This design comes from an exercise in tuning for small area and a short achievable clock period on the open sky130 flow, not from production work.
For this run, only the layout was checked, not whether the RTL still works.
The clock input has no modelled driver; a real chip could not lean on it and would need a root buffer or a full tree.

$ cat design/flow/flow/run.sh
#!/bin/bash
# The standard layout with these changes to how it is made (the SDC and
# its clock period are unchanged):
#  - repair_timing keeps extra setup margin, so that it sizes the design for a
#    shorter achieved period;
#  - the clock tree uses larger sink clusters and no dummy loads, and after CTS
#    its branch level is removed and the root split in four (flatten_clock.tcl),
#    so every register is clocked through one root buffer and one leaf buffer;
#  - the port buffers are buf_2 cells.
# Each tool's full output is in the ORFS logs; make's output is in
# standard_cts.log and standard.log, the clock edit's in flatten_clock.log.
set -e
export SETUP_SLACK_MARGIN=7.95
export CTS_ARGS="-sink_clustering_enable -repair_clock_nets -dont_use_dummy_load -buf_list sky130_fd_sc_hd__clkbuf_16 -sink_clustering_size 30 -sink_clustering_max_diameter 200"
export BUFFER_PORTS_ARGS="-buffer_cell sky130_fd_sc_hd__buf_2"
bash standard.sh cts > standard_cts.log 2>&1
CLK_ROOTS=4 CTS_ODB=$PWD/orfs/results/$FLOW_PLATFORM/ParallelFIR/base/4_cts.odb openroad -no_init -exit flow/flatten_clock.tcl > flatten_clock.log 2>&1
bash standard.sh > standard.log 2>&1
$ cat design/flow/flow/flatten_clock.tcl
# Make the clock tree two levels deep: the leaf buffers that CTS hung below
# intermediate branch buffers are moved onto the root, and the branch buffers
# removed; then the leaves are split between CLK_ROOTS root buffers (2: west and
# east halves, 4: quarters), each placed at the middle of its leaves.  Every register keeps the
# same structure (one root buffer + one leaf buffer) between the clock port and
# its clock pin.
set odb_file $::env(CTS_ODB)
read_db $odb_file
set block [ord::get_db_block]
set clk [$block findNet clk]
set roots {}
foreach it [$clk getITerms] { lappend roots [$it getInst] }
if {[llength $roots] != 1} { puts "root count [llength $roots], nothing done"; exit 0 }
set root [lindex $roots 0]
set rootnet [[$root findITerm X] getNet]
puts "root [$root getName] ([[$root getMaster] getName]) net [$rootnet getName]"
set mids {}
foreach it [$rootnet getITerms] {
  set inst [$it getInst]
  if {$inst eq $root} continue
  set m [[$inst getMaster] getName]
  if {![string match "sky130_fd_sc_hd__clkbuf_*" $m]} { puts "non-buffer load [$inst getName] $m, nothing done"; exit 0 }
  lappend mids $inst
}
set moved 0
foreach mid $mids {
  set out [[$mid findITerm X] getNet]
  set loads {}
  foreach it [$out getITerms] {
    if {[$it getInst] ne $mid} { lappend loads $it }
  }
  set ok 1
  foreach it $loads {
    if {![string match "sky130_fd_sc_hd__clkbuf_*" [[[$it getInst] getMaster] getName]]} { set ok 0 }
  }
  if {!$ok} { puts "[$mid getName] drives registers, kept"; continue }
  foreach it $loads {
    $it disconnect
    $it connect $rootnet
    incr moved
  }
  puts "removed [$mid getName] ([llength $loads] leaves)"
  odb::dbInst_destroy $mid
  odb::dbNet_destroy $out
}
puts "moved $moved leaf buffers onto [$rootnet getName]"

set nroots 1
if {[info exists ::env(CLK_ROOTS)]} { set nroots $::env(CLK_ROOTS) }
if {$nroots > 1} {
  set leaves {}
  foreach it [$rootnet getITerms] {
    if {[$it getInst] ne $root} { lappend leaves $it }
  }
  if {[llength $leaves] >= 2 * $nroots} {
    # split the leaves into nroots groups of neighbours: by x, then each
    # half by y when there are four
    set xs {}
    foreach it $leaves { lappend xs [list [lindex [[$it getInst] getLocation] 0] [lindex [[$it getInst] getLocation] 1] $it] }
    set xs [lsort -integer -index 0 $xs]
    set half [expr {[llength $xs] / 2}]
    set groups [list [lrange $xs 0 [expr {$half - 1}]] [lrange $xs $half end]]
    if {$nroots == 4} {
      set g4 {}
      foreach g $groups {
        set g [lsort -integer -index 1 $g]
        set h [expr {[llength $g] / 2}]
        lappend g4 [lrange $g 0 [expr {$h - 1}]] [lrange $g $h end]
      }
      set groups $g4
    }
    set master [$root getMaster]
    set k 0
    foreach g $groups {
      if {$k == 0} {
        set inst $root
      } else {
        set inst [odb::dbInst_create $block $master "clkbuf_0_${k}_clk"]
        set net [odb::dbNet_create $block "clknet_0_${k}_clk"]
        $net setSigType CLOCK
        [$inst findITerm A] connect $clk
        [$inst findITerm X] connect $net
        foreach e $g {
          set it [lindex $e 2]
          $it disconnect
          $it connect $net
        }
      }
      set sx 0; set sy 0; set n 0
      foreach e $g { incr sx [lindex $e 0]; incr sy [lindex $e 1]; incr n }
      $inst setLocation [expr {$sx / $n}] [expr {$sy / $n}]
      $inst setPlacementStatus PLACED
      incr k
    }
    puts "$nroots roots: [join [lmap g $groups {llength $g}] { }] leaves"
    detailed_placement
    check_placement
  }
}
write_db $odb_file
$ cat design/flow/standard.sh
#!/bin/bash
# synth_recipe.tcl (not shown) runs the flow's synth.tcl, then flattens the netlist and writes it again
# the make line also repeats each setting of config.mk as NAME=value (left out here)
make -C /OpenROAD-flow-scripts/flow DESIGN_CONFIG=/design/flow/config.mk WORK_HOME=/design/flow/orfs CLKGATE_MAP_FILE= SYNTH_SCRIPT=/design/flow/synth_recipe.tcl "${@:-finish}"
$ cat design/flow/config.mk
export PLATFORM = sky130hd
export DESIGN_NAME = ParallelFIR
export DESIGN_NICKNAME = ParallelFIR
export VERILOG_FILES = /design/flow/design.v
export SDC_FILE = /design/flow/constraint.sdc
export NUM_CORES = 4
export LEC_CHECK = 0
export CAP_MARGIN = 20
export CORE_MARGIN = 2
export CORE_UTILIZATION = 50
export SLEW_MARGIN = 20
export SYNTH_HIERARCHICAL = 1
export SYNTH_MINIMUM_KEEP_SIZE = 0
$ cat design/flow/constraint.sdc
create_clock -name core_clock -period 11.0 [get_ports {clk}]
set_input_delay 2.2000 -clock core_clock [delete_from_list [all_inputs] [get_ports {clk}]]
set_output_delay 2.2000 -clock core_clock [all_outputs]
set_load 0.01 [all_outputs]
$ cat design/flow/design.v
`timescale 1ns/1ns
module ParallelFIR(input wire clk,
                   input wire signed [7:0] x,
                   output reg signed [17:0] y);
  reg [7:0] x1, x2, x3, x4, x5, x6, x7, x8, x9, x10, x11, x12, x13, x14, x15, x16, x17;
  reg p4_1_0, p4_2_0, p4_3_0, p4_4_0, p4_5_0, p4_6_0, p4_7_0, p4_8_0, p3_0_0, p3_1_0, p3_1_1, p3_2_0, p3_2_1, p3_3_0, p3_3_1, p3_4_0, p3_4_1, p3_5_0, p3_5_1, p3_6_0, p3_6_1, p3_7_0, p3_7_1, p3_8_0, p3_8_1, p3_9_0, p3_9_1, p3_10_0, p3_10_1, p3_11_0, p3_11_1, p3_12_0, p2_0_0, p2_0_1, p2_1_0, p2_1_1, p2_2_0, p2_2_1, p2_3_0, p2_3_1, p2_4_0, p2_4_1, p2_5_0, p2_5_1, p2_6_0, p2_6_1, p2_7_0, p2_7_1, p2_8_0, p2_8_1, p2_9_0, p2_9_1, p2_10_0, p2_10_1, p2_11_0, p2_11_1, p2_12_0, p2_12_1, p2_13_0, p2_13_1, p2_14_0, p2_14_1, p2_15_0, p2_15_1, p1_0_0, p1_0_1, p1_1_0, p1_1_1, p1_2_0, p1_2_1, p1_3_0, p1_3_1, p1_4_0, p1_4_1, p1_5_0, p1_5_1, p1_6_0, p1_6_1, p1_7_0, p1_7_1, p1_8_0, p1_8_1, p1_9_0, p1_9_1, p1_10_0, p1_10_1, p1_11_0, p1_11_1, p1_12_0, p1_12_1, p1_13_0, p1_13_1, p1_14_0, p1_14_1, p1_15_0, p1_15_1, p1_16_0, p1_16_1;
  reg [8:0] pa7;
  reg [8:0] pa5;
  reg [8:0] pa9;
  wire [8:0] pa7_d = {1'b0, x5} + {1'b0, x11};
  wire [8:0] pa5_d = {1'b0, x4} + {1'b0, x14};
  wire [8:0] pa9_d = {1'b0, x7} + {1'b0, x9};
  wire [7:0] xo = {~x[7], x[6:0]};
  wire s1 = x12[1] ^ x16[3];
  wire c1 = x12[1] & x16[3];
  wire s2, c2;
  FullAdd u2 (.a(x12[2]), .b(x12[0]), .c(x16[4]), .s(s2), .co(c2));
  wire n3 = ~p4_4_0;
  wire n4 = ~x14[1];
  wire s5 = n3 ^ n4;
  wire c5 = n3 & n4;
  wire s6, c6;
  FullAdd u6 (.a(x12[3]), .b(x12[1]), .c(x16[5]), .s(s6), .co(c6));
  wire s7, c7;
  FullAdd u7 (.a(p4_5_0), .b(x14[2]), .c(x15[4]), .s(s7), .co(c7));
  wire s8, c8;
  FullAdd u8 (.a(x12[4]), .b(x12[2]), .c(x16[6]), .s(s8), .co(c8));
  wire s9, c9;
  FullAdd u9 (.a(p4_6_0), .b(x14[3]), .c(x15[5]), .s(s9), .co(c9));
  wire s10, c10;
  FullAdd u10 (.a(x12[5]), .b(x12[3]), .c(x16[7]), .s(s10), .co(c10));
  wire s11, c11;
  FullAdd u11 (.a(p4_7_0), .b(x14[4]), .c(x15[6]), .s(s11), .co(c11));
  wire s12, c12;
  FullAdd u12 (.a(p4_8_0), .b(x14[5]), .c(x15[7]), .s(s12), .co(c12));
  wire s13 = x12[6] ^ x12[4];
  wire c13 = x12[6] & x12[4];
  wire s14 = x12[0] ^ x16[2];
  wire c14 = x12[0] & x16[2];
  wire s15, c15;
  FullAdd u15 (.a(p4_3_0), .b(x14[0]), .c(x15[2]), .s(s15), .co(c15));
  wire s16 = x17[2] ^ s1;
  wire c16 = x17[2] & s1;
  wire s17, c17;
  FullAdd u17 (.a(x17[3]), .b(c1), .c(s5), .s(s17), .co(c17));
  wire n18 = ~s2;
  wire s19, c19;
  FullAdd u19 (.a(x15[3]), .b(x15[1]), .c(n18), .s(s19), .co(c19));
  wire s20, c20;
  FullAdd u20 (.a(x17[4]), .b(c5), .c(c2), .s(s20), .co(c20));
  wire n21 = ~s6;
  wire s22, c22;
  FullAdd u22 (.a(x15[2]), .b(n21), .c(s7), .s(s22), .co(c22));
  wire s23, c23;
  FullAdd u23 (.a(x17[5]), .b(c6), .c(s8), .s(s23), .co(c23));
  wire s24, c24;
  FullAdd u24 (.a(x15[3]), .b(c7), .c(s9), .s(s24), .co(c24));
  wire s25, c25;
  FullAdd u25 (.a(x17[6]), .b(c8), .c(s10), .s(s25), .co(c25));
  wire s26, c26;
  FullAdd u26 (.a(x15[4]), .b(c9), .c(s11), .s(s26), .co(c26));
  wire s27, c27;
  FullAdd u27 (.a(x17[7]), .b(s13), .c(c10), .s(s27), .co(c27));
  wire s28, c28;
  FullAdd u28 (.a(x15[5]), .b(c11), .c(s12), .s(s28), .co(c28));
  wire s29, c29;
  FullAdd u29 (.a(x12[7]), .b(x12[5]), .c(c13), .s(s29), .co(c29));
  wire s30, c30;
  FullAdd u30 (.a(x14[6]), .b(x15[6]), .c(c12), .s(s30), .co(c30));
  wire n31 = ~x14[7];
  wire s32 = x12[6] ^ n31;
  wire c32 = x12[6] & n31;
  wire s33 = x16[1] ^ x17[0];
  wire c33 = x16[1] & x17[0];
  wire n34 = ~x17[1];
  wire s35, c35;
  FullAdd u35 (.a(p4_2_0), .b(x15[1]), .c(n34), .s(s35), .co(c35));
  wire n36 = ~c14;
  wire s37, c37;
  FullAdd u37 (.a(x15[0]), .b(n36), .c(s15), .s(s37), .co(c37));
  wire n38 = ~c15;
  wire s39, c39;
  FullAdd u39 (.a(n38), .b(c16), .c(s17), .s(s39), .co(c39));
  wire n40 = ~c19;
  wire s41, c41;
  FullAdd u41 (.a(c17), .b(s20), .c(n40), .s(s41), .co(c41));
  wire n42 = ~s24;
  wire s43, c43;
  FullAdd u43 (.a(c20), .b(s23), .c(n42), .s(s43), .co(c43));
  wire n44 = ~c24;
  wire s45, c45;
  FullAdd u45 (.a(c23), .b(n44), .c(s25), .s(s45), .co(c45));
  wire n46 = ~c26;
  wire s47, c47;
  FullAdd u47 (.a(c25), .b(n46), .c(s27), .s(s47), .co(c47));
  wire n48 = ~c28;
  wire s49, c49;
  FullAdd u49 (.a(s29), .b(c27), .c(n48), .s(s49), .co(c49));
  wire n50 = ~x15[7];
  wire s51, c51;
  FullAdd u51 (.a(n50), .b(s32), .c(c29), .s(s51), .co(c51));
  wire n52 = ~p4_1_0;
  wire n53 = ~x15[0];
  wire s54 = n52 ^ n53;
  wire c54 = n52 & n53;
  wire n55 = ~s35;
  wire s56, c56;
  FullAdd u56 (.a(c33), .b(s14), .c(n55), .s(s56), .co(c56));
  wire n57 = ~s16;
  wire s58, c58;
  FullAdd u58 (.a(c35), .b(n57), .c(s37), .s(s58), .co(c58));
  wire n59 = ~s39;
  wire s60, c60;
  FullAdd u60 (.a(c37), .b(s19), .c(n59), .s(s60), .co(c60));
  wire n61 = ~s22;
  wire s62, c62;
  FullAdd u62 (.a(n61), .b(c39), .c(s41), .s(s62), .co(c62));
  wire n63 = ~c22;
  wire s64, c64;
  FullAdd u64 (.a(n63), .b(c41), .c(s43), .s(s64), .co(c64));
  wire n65 = ~s26;
  wire s66, c66;
  FullAdd u66 (.a(n65), .b(c43), .c(s45), .s(s66), .co(c66));
  wire n67 = ~s28;
  wire s68, c68;
  FullAdd u68 (.a(n67), .b(c45), .c(s47), .s(s68), .co(c68));
  wire n69 = ~s30;
  wire s70, c70;
  FullAdd u70 (.a(n69), .b(c47), .c(s49), .s(s70), .co(c70));
  wire n71 = ~c30;
  wire s72, c72;
  FullAdd u72 (.a(n71), .b(s51), .c(c49), .s(s72), .co(c72));
  wire s73, c73;
  FullAdd u73 (.a(x12[7]), .b(c32), .c(c51), .s(s73), .co(c73));
  wire s74, c74;
  FullAdd u74 (.a(p3_5_1), .b(pa9[4]), .c(pa9[1]), .s(s74), .co(c74));
  wire s75, c75;
  FullAdd u75 (.a(p3_6_0), .b(p3_6_1), .c(pa9[5]), .s(s75), .co(c75));
  wire s76, c76;
  FullAdd u76 (.a(pa7[6]), .b(pa7[5]), .c(pa7[3]), .s(s76), .co(c76));
  wire s77, c77;
  FullAdd u77 (.a(p3_7_0), .b(p3_7_1), .c(pa9[6]), .s(s77), .co(c77));
  wire s78, c78;
  FullAdd u78 (.a(pa9[3]), .b(pa9[2]), .c(x9[0]), .s(s78), .co(c78));
  wire s79, c79;
  FullAdd u79 (.a(pa7[7]), .b(pa7[6]), .c(pa7[4]), .s(s79), .co(c79));
  wire s80, c80;
  FullAdd u80 (.a(p3_8_0), .b(p3_8_1), .c(pa9[7]), .s(s80), .co(c80));
  wire s81, c81;
  FullAdd u81 (.a(pa7[8]), .b(pa7[7]), .c(pa7[5]), .s(s81), .co(c81));
  wire s82, c82;
  FullAdd u82 (.a(pa9[4]), .b(pa9[3]), .c(x9[1]), .s(s82), .co(c82));
  wire s83, c83;
  FullAdd u83 (.a(p3_9_0), .b(p3_9_1), .c(pa9[8]), .s(s83), .co(c83));
  wire s84, c84;
  FullAdd u84 (.a(pa9[5]), .b(pa9[4]), .c(x9[2]), .s(s84), .co(c84));
  wire n85 = ~pa7[8];
  wire n86 = ~pa7[6];
  wire s87 = n85 ^ n86;
  wire c87 = n85 & n86;
  wire s88, c88;
  FullAdd u88 (.a(p3_10_0), .b(p3_10_1), .c(pa9[6]), .s(s88), .co(c88));
  wire s89 = pa9[5] ^ x9[3];
  wire c89 = pa9[5] & x9[3];
  wire s90 = p3_11_0 ^ p3_11_1;
  wire c90 = p3_11_0 & p3_11_1;
  wire s91, c91;
  FullAdd u91 (.a(p3_3_1), .b(pa7[3]), .c(pa7[2]), .s(s91), .co(c91));
  wire s92, c92;
  FullAdd u92 (.a(p3_4_0), .b(p3_4_1), .c(pa7[4]), .s(s92), .co(c92));
  wire s93, c93;
  FullAdd u93 (.a(pa9[3]), .b(pa9[0]), .c(x11[1]), .s(s93), .co(c93));
  wire s94, c94;
  FullAdd u94 (.a(p3_5_0), .b(pa7[5]), .c(pa7[4]), .s(s94), .co(c94));
  wire s95, c95;
  FullAdd u95 (.a(pa9[0]), .b(x11[2]), .c(s74), .s(s95), .co(c95));
  wire n96 = ~pa7[2];
  wire n97 = ~pa7[0];
  wire s98 = n96 ^ n97;
  wire c98 = n96 & n97;
  wire s99, c99;
  FullAdd u99 (.a(pa9[2]), .b(pa9[1]), .c(x11[3]), .s(s99), .co(c99));
  wire s100, c100;
  FullAdd u100 (.a(pa7[1]), .b(x9[6]), .c(x11[0]), .s(s100), .co(c100));
  wire n101 = ~s76;
  wire s102, c102;
  FullAdd u102 (.a(c74), .b(s75), .c(n101), .s(s102), .co(c102));
  wire s103, c103;
  FullAdd u103 (.a(pa7[2]), .b(x9[7]), .c(x11[1]), .s(s103), .co(c103));
  wire s104, c104;
  FullAdd u104 (.a(x11[4]), .b(c75), .c(s77), .s(s104), .co(c104));
  wire n105 = ~s78;
  wire s106, c106;
  FullAdd u106 (.a(c76), .b(n105), .c(s79), .s(s106), .co(c106));
  wire s107, c107;
  FullAdd u107 (.a(x11[5]), .b(c77), .c(c78), .s(s107), .co(c107));
  wire s108, c108;
  FullAdd u108 (.a(pa7[3]), .b(x11[2]), .c(c79), .s(s108), .co(c108));
  wire n109 = ~s81;
  wire s110, c110;
  FullAdd u110 (.a(s80), .b(n109), .c(s82), .s(s110), .co(c110));
  wire s111, c111;
  FullAdd u111 (.a(x11[6]), .b(s87), .c(c80), .s(s111), .co(c111));
  wire s112, c112;
  FullAdd u112 (.a(c82), .b(s83), .c(s84), .s(s112), .co(c112));
  wire s113, c113;
  FullAdd u113 (.a(pa7[4]), .b(x11[3]), .c(c81), .s(s113), .co(c113));
  wire s114, c114;
  FullAdd u114 (.a(x11[7]), .b(s89), .c(c87), .s(s114), .co(c114));
  wire s115, c115;
  FullAdd u115 (.a(c83), .b(c84), .c(s88), .s(s115), .co(c115));
  wire s116, c116;
  FullAdd u116 (.a(pa7[7]), .b(pa7[5]), .c(x11[4]), .s(s116), .co(c116));
  wire s117, c117;
  FullAdd u117 (.a(pa9[7]), .b(pa9[6]), .c(x9[4]), .s(s117), .co(c117));
  wire s118, c118;
  FullAdd u118 (.a(c89), .b(s90), .c(c88), .s(s118), .co(c118));
  wire s119, c119;
  FullAdd u119 (.a(pa7[8]), .b(pa7[6]), .c(x11[5]), .s(s119), .co(c119));
  wire s120, c120;
  FullAdd u120 (.a(p3_12_0), .b(pa9[8]), .c(pa9[7]), .s(s120), .co(c120));
  wire n121 = ~x9[5];
  wire s122, c122;
  FullAdd u122 (.a(pa7[7]), .b(n121), .c(x11[6]), .s(s122), .co(c122));
  wire s123, c123;
  FullAdd u123 (.a(p3_1_0), .b(p3_1_1), .c(pa9[0]), .s(s123), .co(c123));
  wire s124, c124;
  FullAdd u124 (.a(p3_2_0), .b(p3_2_1), .c(pa9[1]), .s(s124), .co(c124));
  wire n125 = ~pa7[1];
  wire s126 = n96 ^ n125;
  wire c126 = n96 & n125;
  wire s127, c127;
  FullAdd u127 (.a(p3_3_0), .b(pa9[2]), .c(x11[0]), .s(s127), .co(c127));
  wire s128, c128;
  FullAdd u128 (.a(pa7[0]), .b(x9[3]), .c(s91), .s(s128), .co(c128));
  wire s129, c129;
  FullAdd u129 (.a(pa7[3]), .b(pa7[1]), .c(x9[4]), .s(s129), .co(c129));
  wire n130 = ~s93;
  wire s131, c131;
  FullAdd u131 (.a(c91), .b(s92), .c(n130), .s(s131), .co(c131));
  wire s132, c132;
  FullAdd u132 (.a(s98), .b(c93), .c(s95), .s(s132), .co(c132));
  wire s133, c133;
  FullAdd u133 (.a(x9[5]), .b(c92), .c(s94), .s(s133), .co(c133));
  wire s134, c134;
  FullAdd u134 (.a(c98), .b(s99), .c(c95), .s(s134), .co(c134));
  wire n135 = ~s102;
  wire s136, c136;
  FullAdd u136 (.a(c94), .b(s100), .c(n135), .s(s136), .co(c136));
  wire s137, c137;
  FullAdd u137 (.a(c99), .b(s104), .c(c102), .s(s137), .co(c137));
  wire s138, c138;
  FullAdd u138 (.a(c100), .b(s103), .c(s106), .s(s138), .co(c138));
  wire s139, c139;
  FullAdd u139 (.a(c104), .b(s107), .c(s110), .s(s139), .co(c139));
  wire s140, c140;
  FullAdd u140 (.a(c103), .b(s108), .c(c106), .s(s140), .co(c140));
  wire s141, c141;
  FullAdd u141 (.a(c107), .b(s111), .c(s112), .s(s141), .co(c141));
  wire n142 = ~c110;
  wire s143, c143;
  FullAdd u143 (.a(c108), .b(s113), .c(n142), .s(s143), .co(c143));
  wire s144, c144;
  FullAdd u144 (.a(s114), .b(c111), .c(c112), .s(s144), .co(c144));
  wire n145 = ~s115;
  wire s146, c146;
  FullAdd u146 (.a(s116), .b(c113), .c(n145), .s(s146), .co(c146));
  wire s147, c147;
  FullAdd u147 (.a(s117), .b(c114), .c(c115), .s(s147), .co(c147));
  wire n148 = ~s118;
  wire s149, c149;
  FullAdd u149 (.a(c116), .b(s119), .c(n148), .s(s149), .co(c149));
  wire s150, c150;
  FullAdd u150 (.a(c90), .b(c117), .c(s120), .s(s150), .co(c150));
  wire n151 = ~c118;
  wire s152, c152;
  FullAdd u152 (.a(c119), .b(s122), .c(n151), .s(s152), .co(c152));
  wire s153, c153;
  FullAdd u153 (.a(pa9[8]), .b(x9[6]), .c(c120), .s(s153), .co(c153));
  wire s154, c154;
  FullAdd u154 (.a(pa7[8]), .b(x11[7]), .c(c122), .s(s154), .co(c154));
  wire s155 = n125 ^ n97;
  wire c155 = n125 & n97;
  wire s156, c156;
  FullAdd u156 (.a(s126), .b(c123), .c(s124), .s(s156), .co(c156));
  wire s157, c157;
  FullAdd u157 (.a(c126), .b(c124), .c(s127), .s(s157), .co(c157));
  wire s158, c158;
  FullAdd u158 (.a(s129), .b(c128), .c(s131), .s(s158), .co(c158));
  wire s159, c159;
  FullAdd u159 (.a(c129), .b(s133), .c(c131), .s(s159), .co(c159));
  wire n160 = ~c133;
  wire s161, c161;
  FullAdd u161 (.a(n160), .b(c132), .c(s134), .s(s161), .co(c161));
  wire n162 = ~c136;
  wire s163, c163;
  FullAdd u163 (.a(c134), .b(s137), .c(n162), .s(s163), .co(c163));
  wire n164 = ~c137;
  wire s165, c165;
  FullAdd u165 (.a(n164), .b(c138), .c(s140), .s(s165), .co(c165));
  wire n166 = ~c140;
  wire s167, c167;
  FullAdd u167 (.a(n166), .b(s141), .c(c139), .s(s167), .co(c167));
  wire n168 = ~c143;
  wire s169, c169;
  FullAdd u169 (.a(c141), .b(s144), .c(n168), .s(s169), .co(c169));
  wire n170 = ~c146;
  wire s171, c171;
  FullAdd u171 (.a(c144), .b(s147), .c(n170), .s(s171), .co(c171));
  wire n172 = ~c149;
  wire s173, c173;
  FullAdd u173 (.a(s150), .b(c147), .c(n172), .s(s173), .co(c173));
  wire n174 = ~s154;
  wire s175, c175;
  FullAdd u175 (.a(c150), .b(s153), .c(n174), .s(s175), .co(c175));
  wire s176 = x9[7] ^ c153;
  wire c176 = x9[7] & c153;
  wire s177 = p3_0_0 ^ n97;
  wire c177 = p3_0_0 & n97;
  wire n178 = ~x9[1];
  wire s179, c179;
  FullAdd u179 (.a(n178), .b(s155), .c(s123), .s(s179), .co(c179));
  wire n180 = ~x9[2];
  wire s181, c181;
  FullAdd u181 (.a(n180), .b(c155), .c(s156), .s(s181), .co(c181));
  wire n182 = ~s128;
  wire s183, c183;
  FullAdd u183 (.a(c156), .b(s157), .c(n182), .s(s183), .co(c183));
  wire n184 = ~s158;
  wire s185, c185;
  FullAdd u185 (.a(c127), .b(c157), .c(n184), .s(s185), .co(c185));
  wire n186 = ~s132;
  wire s187, c187;
  FullAdd u187 (.a(n186), .b(c158), .c(s159), .s(s187), .co(c187));
  wire n188 = ~s161;
  wire s189, c189;
  FullAdd u189 (.a(c159), .b(s136), .c(n188), .s(s189), .co(c189));
  wire n190 = ~s138;
  wire s191, c191;
  FullAdd u191 (.a(n190), .b(c161), .c(s163), .s(s191), .co(c191));
  wire n192 = ~s165;
  wire s193, c193;
  FullAdd u193 (.a(s139), .b(n192), .c(c163), .s(s193), .co(c193));
  wire n194 = ~s167;
  wire s195, c195;
  FullAdd u195 (.a(s143), .b(c165), .c(n194), .s(s195), .co(c195));
  wire n196 = ~s146;
  wire s197, c197;
  FullAdd u197 (.a(n196), .b(c167), .c(s169), .s(s197), .co(c197));
  wire n198 = ~s149;
  wire s199, c199;
  FullAdd u199 (.a(n198), .b(c169), .c(s171), .s(s199), .co(c199));
  wire n200 = ~s152;
  wire s201, c201;
  FullAdd u201 (.a(n200), .b(c171), .c(s173), .s(s201), .co(c201));
  wire n202 = ~c152;
  wire s203, c203;
  FullAdd u203 (.a(n202), .b(s175), .c(c173), .s(s203), .co(c203));
  wire n204 = ~c154;
  wire s205, c205;
  FullAdd u205 (.a(n204), .b(s176), .c(c175), .s(s205), .co(c205));
  wire s206 = 1'b1 ^ p2_4_0 ^ p2_4_1;
  wire c206 = (1'b1 & p2_4_0) | (1'b1 & p2_4_1) | (p2_4_0 & p2_4_1);
  wire s207 = pa5[3] ^ pa5[2];
  wire c207 = pa5[3] & pa5[2];
  wire s208, c208;
  FullAdd u208 (.a(p2_5_0), .b(pa5[4]), .c(pa5[3]), .s(s208), .co(c208));
  wire s209, c209;
  FullAdd u209 (.a(pa5[1]), .b(x6[3]), .c(x6[1]), .s(s209), .co(c209));
  wire s210 = 1'b1 ^ pa5[5] ^ pa5[4];
  wire c210 = (1'b1 & pa5[5]) | (1'b1 & pa5[4]) | (pa5[5] & pa5[4]);
  wire s211, c211;
  FullAdd u211 (.a(pa5[2]), .b(x6[4]), .c(x6[2]), .s(s211), .co(c211));
  wire s212, c212;
  FullAdd u212 (.a(p2_6_0), .b(p2_6_1), .c(x3[5]), .s(s212), .co(c212));
  wire s213, c213;
  FullAdd u213 (.a(p2_7_1), .b(pa5[6]), .c(pa5[5]), .s(s213), .co(c213));
  wire s214, c214;
  FullAdd u214 (.a(p2_7_0), .b(x3[6]), .c(x3[4]), .s(s214), .co(c214));
  wire s215, c215;
  FullAdd u215 (.a(pa5[3]), .b(x6[5]), .c(x6[3]), .s(s215), .co(c215));
  wire s216, c216;
  FullAdd u216 (.a(p2_8_0), .b(p2_8_1), .c(pa5[7]), .s(s216), .co(c216));
  wire s217, c217;
  FullAdd u217 (.a(pa5[6]), .b(pa5[4]), .c(x6[6]), .s(s217), .co(c217));
  wire s218, c218;
  FullAdd u218 (.a(x3[7]), .b(x3[5]), .c(x4[5]), .s(s218), .co(c218));
  wire s219 = 1'b1 ^ p2_9_0 ^ pa5[8];
  wire c219 = (1'b1 & p2_9_0) | (1'b1 & pa5[8]) | (p2_9_0 & pa5[8]);
  wire s220, c220;
  FullAdd u220 (.a(pa5[7]), .b(pa5[5]), .c(x6[7]), .s(s220), .co(c220));
  wire s221, c221;
  FullAdd u221 (.a(p2_9_1), .b(x3[6]), .c(x4[6]), .s(s221), .co(c221));
  wire s222, c222;
  FullAdd u222 (.a(p2_10_1), .b(pa5[8]), .c(pa5[6]), .s(s222), .co(c222));
  wire s223 = x6[6] ^ x8[7];
  wire c223 = x6[6] & x8[7];
  wire s224 = 1'b1 ^ p2_2_0;
  wire c224 = 1'b1 & p2_2_0;
  wire s225, c225;
  FullAdd u225 (.a(p2_3_0), .b(p2_3_1), .c(pa5[2]), .s(s225), .co(c225));
  wire s226, c226;
  FullAdd u226 (.a(pa5[1]), .b(x6[1]), .c(x8[0]), .s(s226), .co(c226));
  wire s227, c227;
  FullAdd u227 (.a(pa5[0]), .b(x6[2]), .c(x6[0]), .s(s227), .co(c227));
  wire s228, c228;
  FullAdd u228 (.a(x8[1]), .b(s207), .c(s206), .s(s228), .co(c228));
  wire n229 = ~x3[3];
  wire n230 = ~x3[1];
  wire s231 = n229 ^ n230;
  wire c231 = n229 & n230;
  wire s232, c232;
  FullAdd u232 (.a(x8[2]), .b(c207), .c(c206), .s(s232), .co(c232));
  wire s233, c233;
  FullAdd u233 (.a(p2_5_1), .b(x3[4]), .c(x3[2]), .s(s233), .co(c233));
  wire n234 = ~x4[2];
  wire s235, c235;
  FullAdd u235 (.a(n234), .b(s208), .c(s209), .s(s235), .co(c235));
  wire s236, c236;
  FullAdd u236 (.a(x8[3]), .b(c208), .c(c209), .s(s236), .co(c236));
  wire s237, c237;
  FullAdd u237 (.a(x3[3]), .b(x4[3]), .c(x8[0]), .s(s237), .co(c237));
  wire n238 = ~s212;
  wire s239, c239;
  FullAdd u239 (.a(s210), .b(s211), .c(n238), .s(s239), .co(c239));
  wire s240, c240;
  FullAdd u240 (.a(x8[4]), .b(c210), .c(c211), .s(s240), .co(c240));
  wire s241, c241;
  FullAdd u241 (.a(x4[4]), .b(x8[1]), .c(c212), .s(s241), .co(c241));
  wire n242 = ~s214;
  wire s243, c243;
  FullAdd u243 (.a(s213), .b(n242), .c(s215), .s(s243), .co(c243));
  wire s244, c244;
  FullAdd u244 (.a(x6[4]), .b(x8[5]), .c(c213), .s(s244), .co(c244));
  wire s245, c245;
  FullAdd u245 (.a(c215), .b(s216), .c(s217), .s(s245), .co(c245));
  wire s246, c246;
  FullAdd u246 (.a(x8[2]), .b(c214), .c(s218), .s(s246), .co(c246));
  wire s247, c247;
  FullAdd u247 (.a(x6[5]), .b(x8[6]), .c(c216), .s(s247), .co(c247));
  wire s248, c248;
  FullAdd u248 (.a(c217), .b(s219), .c(s220), .s(s248), .co(c248));
  wire s249, c249;
  FullAdd u249 (.a(x8[3]), .b(c218), .c(s221), .s(s249), .co(c249));
  wire s250, c250;
  FullAdd u250 (.a(p2_10_0), .b(x3[7]), .c(x4[7]), .s(s250), .co(c250));
  wire s251, c251;
  FullAdd u251 (.a(s223), .b(c219), .c(c220), .s(s251), .co(c251));
  wire n252 = ~s222;
  wire s253, c253;
  FullAdd u253 (.a(x8[4]), .b(c221), .c(n252), .s(s253), .co(c253));
  wire s254 = 1'b1 ^ p2_11_0 ^ p2_11_1;
  wire c254 = (1'b1 & p2_11_0) | (1'b1 & p2_11_1) | (p2_11_0 & p2_11_1);
  wire s255, c255;
  FullAdd u255 (.a(pa5[7]), .b(x6[7]), .c(c223), .s(s255), .co(c255));
  wire n256 = ~x8[5];
  wire s257 = n256 ^ c222;
  wire c257 = n256 & c222;
  wire s258 = 1'b1 ^ p2_12_0 ^ p2_12_1;
  wire c258 = (1'b1 & p2_12_0) | (1'b1 & p2_12_1) | (p2_12_0 & p2_12_1);
  wire s259, c259;
  FullAdd u259 (.a(p2_2_1), .b(pa5[1]), .c(pa5[0]), .s(s259), .co(c259));
  wire s260, c260;
  FullAdd u260 (.a(c224), .b(s225), .c(s226), .s(s260), .co(c260));
  wire n261 = ~x3[2];
  wire n262 = ~x3[0];
  wire s263 = n261 ^ n262;
  wire c263 = n261 & n262;
  wire s264, c264;
  FullAdd u264 (.a(s231), .b(c225), .c(c226), .s(s264), .co(c264));
  wire n265 = ~x4[1];
  wire s266, c266;
  FullAdd u266 (.a(n265), .b(s227), .c(s228), .s(s266), .co(c266));
  wire s267, c267;
  FullAdd u267 (.a(c231), .b(c227), .c(c228), .s(s267), .co(c267));
  wire n268 = ~s233;
  wire s269, c269;
  FullAdd u269 (.a(n268), .b(s232), .c(s235), .s(s269), .co(c269));
  wire s270, c270;
  FullAdd u270 (.a(c232), .b(c235), .c(s236), .s(s270), .co(c270));
  wire n271 = ~s239;
  wire s272, c272;
  FullAdd u272 (.a(c233), .b(s237), .c(n271), .s(s272), .co(c272));
  wire s273, c273;
  FullAdd u273 (.a(c236), .b(s240), .c(c239), .s(s273), .co(c273));
  wire n274 = ~s243;
  wire s275, c275;
  FullAdd u275 (.a(c237), .b(s241), .c(n274), .s(s275), .co(c275));
  wire s276, c276;
  FullAdd u276 (.a(c240), .b(s244), .c(s245), .s(s276), .co(c276));
  wire n277 = ~c243;
  wire s278, c278;
  FullAdd u278 (.a(c241), .b(s246), .c(n277), .s(s278), .co(c278));
  wire s279, c279;
  FullAdd u279 (.a(c244), .b(c245), .c(s247), .s(s279), .co(c279));
  wire n280 = ~s248;
  wire s281, c281;
  FullAdd u281 (.a(c246), .b(n280), .c(s249), .s(s281), .co(c281));
  wire s282, c282;
  FullAdd u282 (.a(c247), .b(c248), .c(s251), .s(s282), .co(c282));
  wire s283, c283;
  FullAdd u283 (.a(s250), .b(c249), .c(s253), .s(s283), .co(c283));
  wire s284, c284;
  FullAdd u284 (.a(s254), .b(s257), .c(s255), .s(s284), .co(c284));
  wire n285 = ~c251;
  wire s286, c286;
  FullAdd u286 (.a(c250), .b(n285), .c(c253), .s(s286), .co(c286));
  wire s287, c287;
  FullAdd u287 (.a(pa5[8]), .b(c254), .c(s258), .s(s287), .co(c287));
  wire n288 = ~x8[6];
  wire s289, c289;
  FullAdd u289 (.a(n288), .b(c255), .c(c257), .s(s289), .co(c289));
  wire s290, c290;
  FullAdd u290 (.a(p2_13_0), .b(p2_13_1), .c(c258), .s(s290), .co(c290));
  wire s291 = p2_1_0 ^ p2_1_1;
  wire c291 = p2_1_0 & p2_1_1;
  wire s292, c292;
  FullAdd u292 (.a(x6[0]), .b(s224), .c(s259), .s(s292), .co(c292));
  wire s293, c293;
  FullAdd u293 (.a(s263), .b(c259), .c(s260), .s(s293), .co(c293));
  wire s294, c294;
  FullAdd u294 (.a(c263), .b(c260), .c(s264), .s(s294), .co(c294));
  wire s295, c295;
  FullAdd u295 (.a(c264), .b(c266), .c(s267), .s(s295), .co(c295));
  wire s296, c296;
  FullAdd u296 (.a(c267), .b(c269), .c(s270), .s(s296), .co(c296));
  wire n297 = ~c272;
  wire s298, c298;
  FullAdd u298 (.a(c270), .b(s273), .c(n297), .s(s298), .co(c298));
  wire n299 = ~c275;
  wire s300, c300;
  FullAdd u300 (.a(c273), .b(s276), .c(n299), .s(s300), .co(c300));
  wire n301 = ~c278;
  wire s302, c302;
  FullAdd u302 (.a(c276), .b(s279), .c(n301), .s(s302), .co(c302));
  wire n303 = ~c281;
  wire s304, c304;
  FullAdd u304 (.a(c279), .b(s282), .c(n303), .s(s304), .co(c304));
  wire n305 = ~c283;
  wire s306, c306;
  FullAdd u306 (.a(s284), .b(c282), .c(n305), .s(s306), .co(c306));
  wire s307, c307;
  FullAdd u307 (.a(s287), .b(c284), .c(s289), .s(s307), .co(c307));
  wire s308, c308;
  FullAdd u308 (.a(c287), .b(s290), .c(c289), .s(s308), .co(c308));
  wire s309 = 1'b1 ^ p2_14_0 ^ p2_14_1;
  wire c309 = (1'b1 & p2_14_0) | (1'b1 & p2_14_1) | (p2_14_0 & p2_14_1);
  wire s310 = 1'b1 ^ p2_15_0;
  wire c310 = 1'b1 & p2_15_0;
  wire s311 = pa5[0] ^ s291;
  wire c311 = pa5[0] & s291;
  wire s312, c312;
  FullAdd u312 (.a(n230), .b(c291), .c(s292), .s(s312), .co(c312));
  wire n313 = ~x4[0];
  wire s314, c314;
  FullAdd u314 (.a(n313), .b(c292), .c(s293), .s(s314), .co(c314));
  wire s315, c315;
  FullAdd u315 (.a(c293), .b(s294), .c(s266), .s(s315), .co(c315));
  wire s316, c316;
  FullAdd u316 (.a(c294), .b(s269), .c(s295), .s(s316), .co(c316));
  wire n317 = ~s272;
  wire s318, c318;
  FullAdd u318 (.a(n317), .b(c295), .c(s296), .s(s318), .co(c318));
  wire n319 = ~s275;
  wire s320, c320;
  FullAdd u320 (.a(n319), .b(c296), .c(s298), .s(s320), .co(c320));
  wire n321 = ~s278;
  wire s322, c322;
  FullAdd u322 (.a(n321), .b(c298), .c(s300), .s(s322), .co(c322));
  wire n323 = ~s281;
  wire s324, c324;
  FullAdd u324 (.a(n323), .b(c300), .c(s302), .s(s324), .co(c324));
  wire n325 = ~s283;
  wire s326, c326;
  FullAdd u326 (.a(n325), .b(c302), .c(s304), .s(s326), .co(c326));
  wire n327 = ~s286;
  wire s328, c328;
  FullAdd u328 (.a(n327), .b(c304), .c(s306), .s(s328), .co(c328));
  wire n329 = ~c286;
  wire s330, c330;
  FullAdd u330 (.a(n329), .b(s307), .c(c306), .s(s330), .co(c330));
  wire n331 = ~x8[7];
  wire s332, c332;
  FullAdd u332 (.a(n331), .b(c307), .c(s308), .s(s332), .co(c332));
  wire s333, c333;
  FullAdd u333 (.a(s309), .b(c290), .c(c308), .s(s333), .co(c333));
  wire s334, c334;
  FullAdd u334 (.a(p2_15_1), .b(s310), .c(c309), .s(s334), .co(c334));
  wire s335 = p1_1_0 ^ x2[0];
  wire c335 = p1_1_0 & x2[0];
  wire s336, c336;
  FullAdd u336 (.a(p1_2_0), .b(p1_2_1), .c(x2[1]), .s(s336), .co(c336));
  wire s337, c337;
  FullAdd u337 (.a(p1_3_0), .b(p1_3_1), .c(x2[2]), .s(s337), .co(c337));
  wire s338, c338;
  FullAdd u338 (.a(p1_4_0), .b(p1_4_1), .c(x2[3]), .s(s338), .co(c338));
  wire s339, c339;
  FullAdd u339 (.a(p1_5_0), .b(p1_5_1), .c(x2[4]), .s(s339), .co(c339));
  wire s340, c340;
  FullAdd u340 (.a(p1_6_0), .b(p1_6_1), .c(x2[5]), .s(s340), .co(c340));
  wire s341, c341;
  FullAdd u341 (.a(p1_7_0), .b(p1_7_1), .c(x2[6]), .s(s341), .co(c341));
  wire s342 = p1_8_0 ^ p1_8_1;
  wire c342 = p1_8_0 & p1_8_1;
  wire s343 = x3[1] ^ s335;
  wire c343 = x3[1] & s335;
  wire s344, c344;
  FullAdd u344 (.a(x3[2]), .b(c335), .c(s336), .s(s344), .co(c344));
  wire s345, c345;
  FullAdd u345 (.a(x3[3]), .b(c336), .c(s337), .s(s345), .co(c345));
  wire s346, c346;
  FullAdd u346 (.a(x3[4]), .b(c337), .c(s338), .s(s346), .co(c346));
  wire s347, c347;
  FullAdd u347 (.a(x3[5]), .b(c338), .c(s339), .s(s347), .co(c347));
  wire s348, c348;
  FullAdd u348 (.a(x3[6]), .b(c339), .c(s340), .s(s348), .co(c348));
  wire s349, c349;
  FullAdd u349 (.a(x3[7]), .b(c340), .c(s341), .s(s349), .co(c349));
  wire s350, c350;
  FullAdd u350 (.a(x2[7]), .b(s342), .c(c341), .s(s350), .co(c350));
  wire s351 = p1_9_0 ^ p1_9_1;
  wire c351 = p1_9_0 & p1_9_1;
  wire s352 = p1_0_0 ^ x3[0];
  wire c352 = p1_0_0 & x3[0];
  wire n353 = ~s343;
  wire s354, c354;
  FullAdd u354 (.a(p1_1_1), .b(x1[0]), .c(n353), .s(s354), .co(c354));
  wire n355 = ~x1[1];
  wire s356, c356;
  FullAdd u356 (.a(n355), .b(c343), .c(s344), .s(s356), .co(c356));
  wire n357 = ~x1[2];
  wire s358, c358;
  FullAdd u358 (.a(n357), .b(c344), .c(s345), .s(s358), .co(c358));
  wire n359 = ~x1[3];
  wire s360, c360;
  FullAdd u360 (.a(n359), .b(c345), .c(s346), .s(s360), .co(c360));
  wire n361 = ~x1[4];
  wire s362, c362;
  FullAdd u362 (.a(n361), .b(c346), .c(s347), .s(s362), .co(c362));
  wire n363 = ~x1[5];
  wire s364, c364;
  FullAdd u364 (.a(n363), .b(c347), .c(s348), .s(s364), .co(c364));
  wire n365 = ~x1[6];
  wire s366, c366;
  FullAdd u366 (.a(n365), .b(c348), .c(s349), .s(s366), .co(c366));
  wire n367 = ~x1[7];
  wire s368, c368;
  FullAdd u368 (.a(n367), .b(c349), .c(s350), .s(s368), .co(c368));
  wire s369, c369;
  FullAdd u369 (.a(s351), .b(c342), .c(c350), .s(s369), .co(c369));
  wire s370, c370;
  FullAdd u370 (.a(p1_10_0), .b(p1_10_1), .c(c351), .s(s370), .co(c370));
  wire s371 = p1_11_0 ^ p1_11_1;
  wire c371 = p1_11_0 & p1_11_1;
  wire s372 = p1_12_0 ^ p1_12_1;
  wire c372 = p1_12_0 & p1_12_1;
  wire s373 = p1_13_0 ^ p1_13_1;
  wire c373 = p1_13_0 & p1_13_1;
  wire s374 = p1_14_0 ^ p1_14_1;
  wire c374 = p1_14_0 & p1_14_1;
  wire s375 = p1_15_0 ^ p1_15_1;
  wire c375 = p1_15_0 & p1_15_1;
  wire s376 = p1_16_0 ^ p1_16_1;
  wire c376 = p1_16_0 & p1_16_1;
  wire [17:0] r0 = {c376, c375, c374, c373, c372, c371, c370, c369, c368, c366, c364, c362, c360, c358, c356, ~c354, c352, s352};
  wire [17:0] r1 = {1'b1, s376, s375, s374, s373, s372, s371, s370, s369, s368, s366, s364, s362, s360, s358, s356, ~s354, ~p1_0_1};
  wire [17:0] gp = r0 & r1;
  wire [17:0] pp = r0 ^ r1;
  wire g377 = gp[1] | (pp[1] & gp[0]);
  wire g378 = gp[3] | (pp[3] & gp[2]);
  wire q378 = pp[3] & pp[2];
  wire g379 = gp[5] | (pp[5] & gp[4]);
  wire q379 = pp[5] & pp[4];
  wire g380 = gp[7] | (pp[7] & gp[6]);
  wire q380 = pp[7] & pp[6];
  wire g381 = gp[9] | (pp[9] & gp[8]);
  wire q381 = pp[9] & pp[8];
  wire g382 = gp[11] | (pp[11] & gp[10]);
  wire q382 = pp[11] & pp[10];
  wire g383 = gp[13] | (pp[13] & gp[12]);
  wire q383 = pp[13] & pp[12];
  wire g384 = gp[15] | (pp[15] & gp[14]);
  wire q384 = pp[15] & pp[14];
  wire g385 = gp[17] | (pp[17] & gp[16]);
  wire q385 = pp[17] & pp[16];
  wire g386 = g378 | (q378 & g377);
  wire g387 = g380 | (q380 & g379);
  wire q387 = q380 & q379;
  wire g388 = g382 | (q382 & g381);
  wire q388 = q382 & q381;
  wire g389 = g384 | (q384 & g383);
  wire q389 = q384 & q383;
  wire g390 = g387 | (q387 & g386);
  wire g391 = g389 | (q389 & g388);
  wire q391 = q389 & q388;
  wire g392 = g391 | (q391 & g390);
  wire g393 = g388 | (q388 & g390);
  wire g394 = g379 | (q379 & g386);
  wire g395 = g381 | (q381 & g390);
  wire g396 = g383 | (q383 & g393);
  wire g397 = g385 | (q385 & g392);
  wire g398 = gp[2] | (pp[2] & g377);
  wire g399 = gp[4] | (pp[4] & g386);
  wire g400 = gp[6] | (pp[6] & g394);
  wire g401 = gp[8] | (pp[8] & g390);
  wire g402 = gp[10] | (pp[10] & g395);
  wire g403 = gp[12] | (pp[12] & g393);
  wire g404 = gp[14] | (pp[14] & g396);
  wire g405 = gp[16] | (pp[16] & g392);
  wire [17:0] cy = {g405, g392, g404, g396, g403, g393, g402, g395, g401, g390, g400, g394, g399, g386, g398, g377, gp[0], 1'b0};
  wire [17:0] sum = pp ^ cy;
  always @(posedge clk) begin
    x1 <= xo;
    x2 <= x1;
    x3 <= x2;
    x4 <= x3;
    x5 <= x4;
    x6 <= x5;
    x7 <= x6;
    x8 <= x7;
    x9 <= x8;
    x10 <= x9;
    x11 <= x10;
    x12 <= x11;
    x13 <= x12;
    x14 <= x13;
    x15 <= x14;
    x16 <= x15;
    x17 <= x16;
    p4_1_0 <= x17[0];
    p4_2_0 <= x17[1];
    p4_3_0 <= x17[2];
    p4_4_0 <= x17[3];
    p4_5_0 <= x17[4];
    p4_6_0 <= x17[5];
    p4_7_0 <= x17[6];
    p4_8_0 <= x17[7];
    p3_0_0 <= x16[0];
    p3_1_0 <= s54;
    p3_1_1 <= s33;
    p3_2_0 <= c54;
    p3_2_1 <= s56;
    p3_3_0 <= c56;
    p3_3_1 <= s58;
    p3_4_0 <= c58;
    p3_4_1 <= s60;
    p3_5_0 <= c60;
    p3_5_1 <= s62;
    p3_6_0 <= c62;
    p3_6_1 <= s64;
    p3_7_0 <= c64;
    p3_7_1 <= s66;
    p3_8_0 <= c66;
    p3_8_1 <= s68;
    p3_9_0 <= c68;
    p3_9_1 <= s70;
    p3_10_0 <= c70;
    p3_10_1 <= s72;
    p3_11_0 <= c72;
    p3_11_1 <= s73;
    p3_12_0 <= c73;
    p2_0_0 <= s177;
    p2_0_1 <= x9[0];
    p2_1_0 <= c177;
    p2_1_1 <= s179;
    p2_2_0 <= c179;
    p2_2_1 <= s181;
    p2_3_0 <= c181;
    p2_3_1 <= s183;
    p2_4_0 <= c183;
    p2_4_1 <= s185;
    p2_5_0 <= c185;
    p2_5_1 <= s187;
    p2_6_0 <= c187;
    p2_6_1 <= s189;
    p2_7_0 <= c189;
    p2_7_1 <= s191;
    p2_8_0 <= c191;
    p2_8_1 <= s193;
    p2_9_0 <= c193;
    p2_9_1 <= s195;
    p2_10_0 <= c195;
    p2_10_1 <= s197;
    p2_11_0 <= c197;
    p2_11_1 <= s199;
    p2_12_0 <= c199;
    p2_12_1 <= s201;
    p2_13_0 <= c201;
    p2_13_1 <= s203;
    p2_14_0 <= c203;
    p2_14_1 <= s205;
    p2_15_0 <= c205;
    p2_15_1 <= c176;
    p1_0_0 <= p2_0_0;
    p1_0_1 <= p2_0_1;
    p1_1_0 <= s311;
    p1_1_1 <= x3[0];
    p1_2_0 <= c311;
    p1_2_1 <= s312;
    p1_3_0 <= c312;
    p1_3_1 <= s314;
    p1_4_0 <= c314;
    p1_4_1 <= s315;
    p1_5_0 <= c315;
    p1_5_1 <= s316;
    p1_6_0 <= c316;
    p1_6_1 <= s318;
    p1_7_0 <= c318;
    p1_7_1 <= s320;
    p1_8_0 <= c320;
    p1_8_1 <= s322;
    p1_9_0 <= c322;
    p1_9_1 <= s324;
    p1_10_0 <= c324;
    p1_10_1 <= s326;
    p1_11_0 <= c326;
    p1_11_1 <= s328;
    p1_12_0 <= c328;
    p1_12_1 <= s330;
    p1_13_0 <= c330;
    p1_13_1 <= s332;
    p1_14_0 <= c332;
    p1_14_1 <= s333;
    p1_15_0 <= c333;
    p1_15_1 <= s334;
    p1_16_0 <= c334;
    p1_16_1 <= c310;
    pa7 <= pa7_d;
    pa5 <= pa5_d;
    pa9 <= pa9_d;
    y <= sum;
  end
endmodule
module FullAdd(input wire a, input wire b, input wire c,
               output wire s, output wire co);
  assign s = a ^ b ^ c;
  assign co = (a & b) | (a & c) | (b & c);
endmodule
==> reports/results.ini <==
[timing]
finalHoldViolCount = 0
maxSlewViolCount = 0
rsz0062_at_grt = true
worst_pin_slew_ps = 444
maxClockFrequency_mhz = 266
setup_viol = 0
fin_crit_ps = 3760
max_slew_margin = 0.700
skew_ps = 72.4
tns_ps = 0
final.period_utilization = 0.342

[detailed_routing]
drc = 0
ant_nets = 0
dr_wl_met3_microns = 364
drtIter0Drc = 214
via_per_inst = 4.66
vias = 5862
routed-wl-met2_microns = 11100
avgRoutedWirePerCell_microns = 16.9
highest-signal-layer = met4
drtPass1Iterations = 4
wirelength_microns = 21300
wl_met1_microns = 9450

[clock_network]
clk_pin_slew_ps = 120
clock_sinks = 275
worstSkewPairLatency_ps = 320

[logic_synthesis]
synth_most_common_cell = dfxtp_1
synth_seq_cells = 275
synth_top_area_frac = 0.430
synthArstFlopShare = 0
syn-cell-area_sq_um = 12800
seq_area_frac_synth = 0.430
synth_cell_types = 31
synthCells = 886
synth-edff-count = 0
yosysTopAreaCell = dfxtp_1
yosysWarnings = 7
yosys_most_used_dff = dfxtp_1
netlist_top_cells_count = dfxtp_1, fa_1, inv_1
synth_fp_nets = 1219
synth.avg_cell_area_sq_um = 14.4
ys_top_cells_by_area = dfxtp_1, fa_1, ha_1

[floorplanning]
die_w_microns = 164
row_count = 58
io_pins = 27
die_height_microns = 164
start_util = 0.508
die-area_sq_um = 26900
core_sq_um = 25200

[placement]
dpl.cell_count = 1242
hpwl_microns = 18000
gp_congestion = 0.771
io_buffer_count = 26

[layout]
fin_nets = 1264
antenna_cells = 0
num-fill-cells = 2119
drive_gt1_frac = 0.0850
synthToLayoutAreaGrowth_pct = 7.88
instances_no_fill = 1259

[run]
cap_violations = 0

[min_path]
hold_path_class = reg -> reg

[global_routing]
grt_pass1_vias = 6796
grt_first_pass_wirelength_microns = 35900
grt_usage = 0.182
grt-ovfl-total = 0
grt_max_degree = 31
antenna_found_initial = 0

[worst_setup_path]
worst-path-max-fanout = 3
arrival_ps = 4040
crit_type = reg -> reg
startpoint_type = register
cp-end-kind = register
worst_ep_required_time_ps = 11280

[outcome]
outcome = no timing/DRC/antenna violations

-- modules after synthesis (local to each module, per instance) --
module,cell area [sq um],flip-flops and latches,cells inside
ParallelFIR,8130,275,653
FullAdd,20.0,0,1
-- what timing repair did --
| item | CTS | global route |
|---|---|---|
| setup endpoints to repair | 36 | 22 |
| hold buffers | 0 | 0 |
| gates resized for setup | 17 | 17 |
| setup buffers | 0 | 3 |
| pin swaps | 1 | 4 |
| gates cloned | 0 | 0 |
-- metrics by stage --
step	worst slack, ps	hold WS, ps	area [sq um]	utilization
2_1_floorplan	7540	310	12800	-
3_3_place_gp	7300	310	13400	0.530
4_1_cts	7250	321	13700	0.544
3_5_place_dp	7270	312	13400	0.530
5_1_grt	7090	337	13800	0.548
6_report	7240	322	13800	0.548
-- layer usage --
layer / vias to the layer above / track usage
met5: - / 0
met4: 0 / 0.0435
met3: 18 / 0.0217
met2: 50 / 0.325
met1: 3030 / 0.238
li1: 2764 / -
-- critical path, stage by stage (launching register included) --
cell	delay (ps)
dfxtp_2	340
fa_1	550
fa_1	430
fa_1	480
ha_1	280
nor2b_4	130
o211ai_2	180
a21oi_2	100
a2111o_1	550
a31oi_2	200
fa_1	420
inv_1	50
-- path summary, 6_finish.rpt --
path                              from      to  slack, ps  cells past startpoint
worst min-delay path            x10[6]  x11[6]        320                      0
worst max register to register  p1_2_0   y[14]       7240                     11
worst min register to register  x10[6]  x11[6]        320                      0
worst max-delay path            p1_2_0   y[14]       7240                     11
-- cells by family (layout without fill, tap and decap cells) --
kind of cell	count (synthesis)	in the layout	share of synthesized area
adder cells (fa/ha/maj)	324	324	0.461
AO/OA/AOI/OAI	38	38	0.0202
XOR/XNOR	26	26	0.0178
AND/OR/NAND/NOR	56	56	0.0217
buffers and inverters	167	210	0.0490
flip-flops	275	275	0.430
-- cell usage in the layout, fill, tap and decap left out, types with 8 or more instances in the layout --
cell	Yosys	layout
a21oi_1	10	8
buf_2	0	25
clkbuf_16	0	14
dfxtp_1	275	255
dfxtp_2	0	17
fa_1	245	239
ha_1	79	79
inv_1	167	166
nand2_1	11	11
nor2_1	10	10
nor3_1	11	11
xnor2_1	16	16
xor2_1	10	10
-- sequential cells by signal (all words and copies together), names as in the netlist, 9 cells and up --
signal  flops
pa5         9
pa7         9
pa9         9
y          18
-- area by class of cell --
cell class	count	area, sq um	area share
multi-input combinational	444	6710	0.486
sequential	275	5540	0.401
inverter	167	627	0.0454
tap	330	413	0.0299
clock buffer	11	275	0.0199
timing repair buffer	29	163	0.0118
buffer	3	75.1	0.00544

static timing again, ports no longer ideal:
In the flow no input, the clock included, has a driving cell. The finished layout below was timed again as built, in two steps.
Step 1: set_driving_cell puts a clkbuf_16 on clk and a buf_2 on each other input, an assumption about the parent block.
Step 2 also shifts input and output timing later by t, the mid clock arrival at the registers, as if the neighbouring blocks saw the same clock.
a / b / c = no drivers / after step 1 / after step 2; a / b = the first two.
t (ns): 0.385
setup slack, ns: 7.241 / 7.241 / 7.241
worst setup path after step 2: register to register
worst register clock-pin slew, ns: 0.12 / 0.12
After both steps this run still meets setup and hold. For this run, drivers alone change the setup slack by 0.000 ns; drivers and shift together by 0.000 ns.
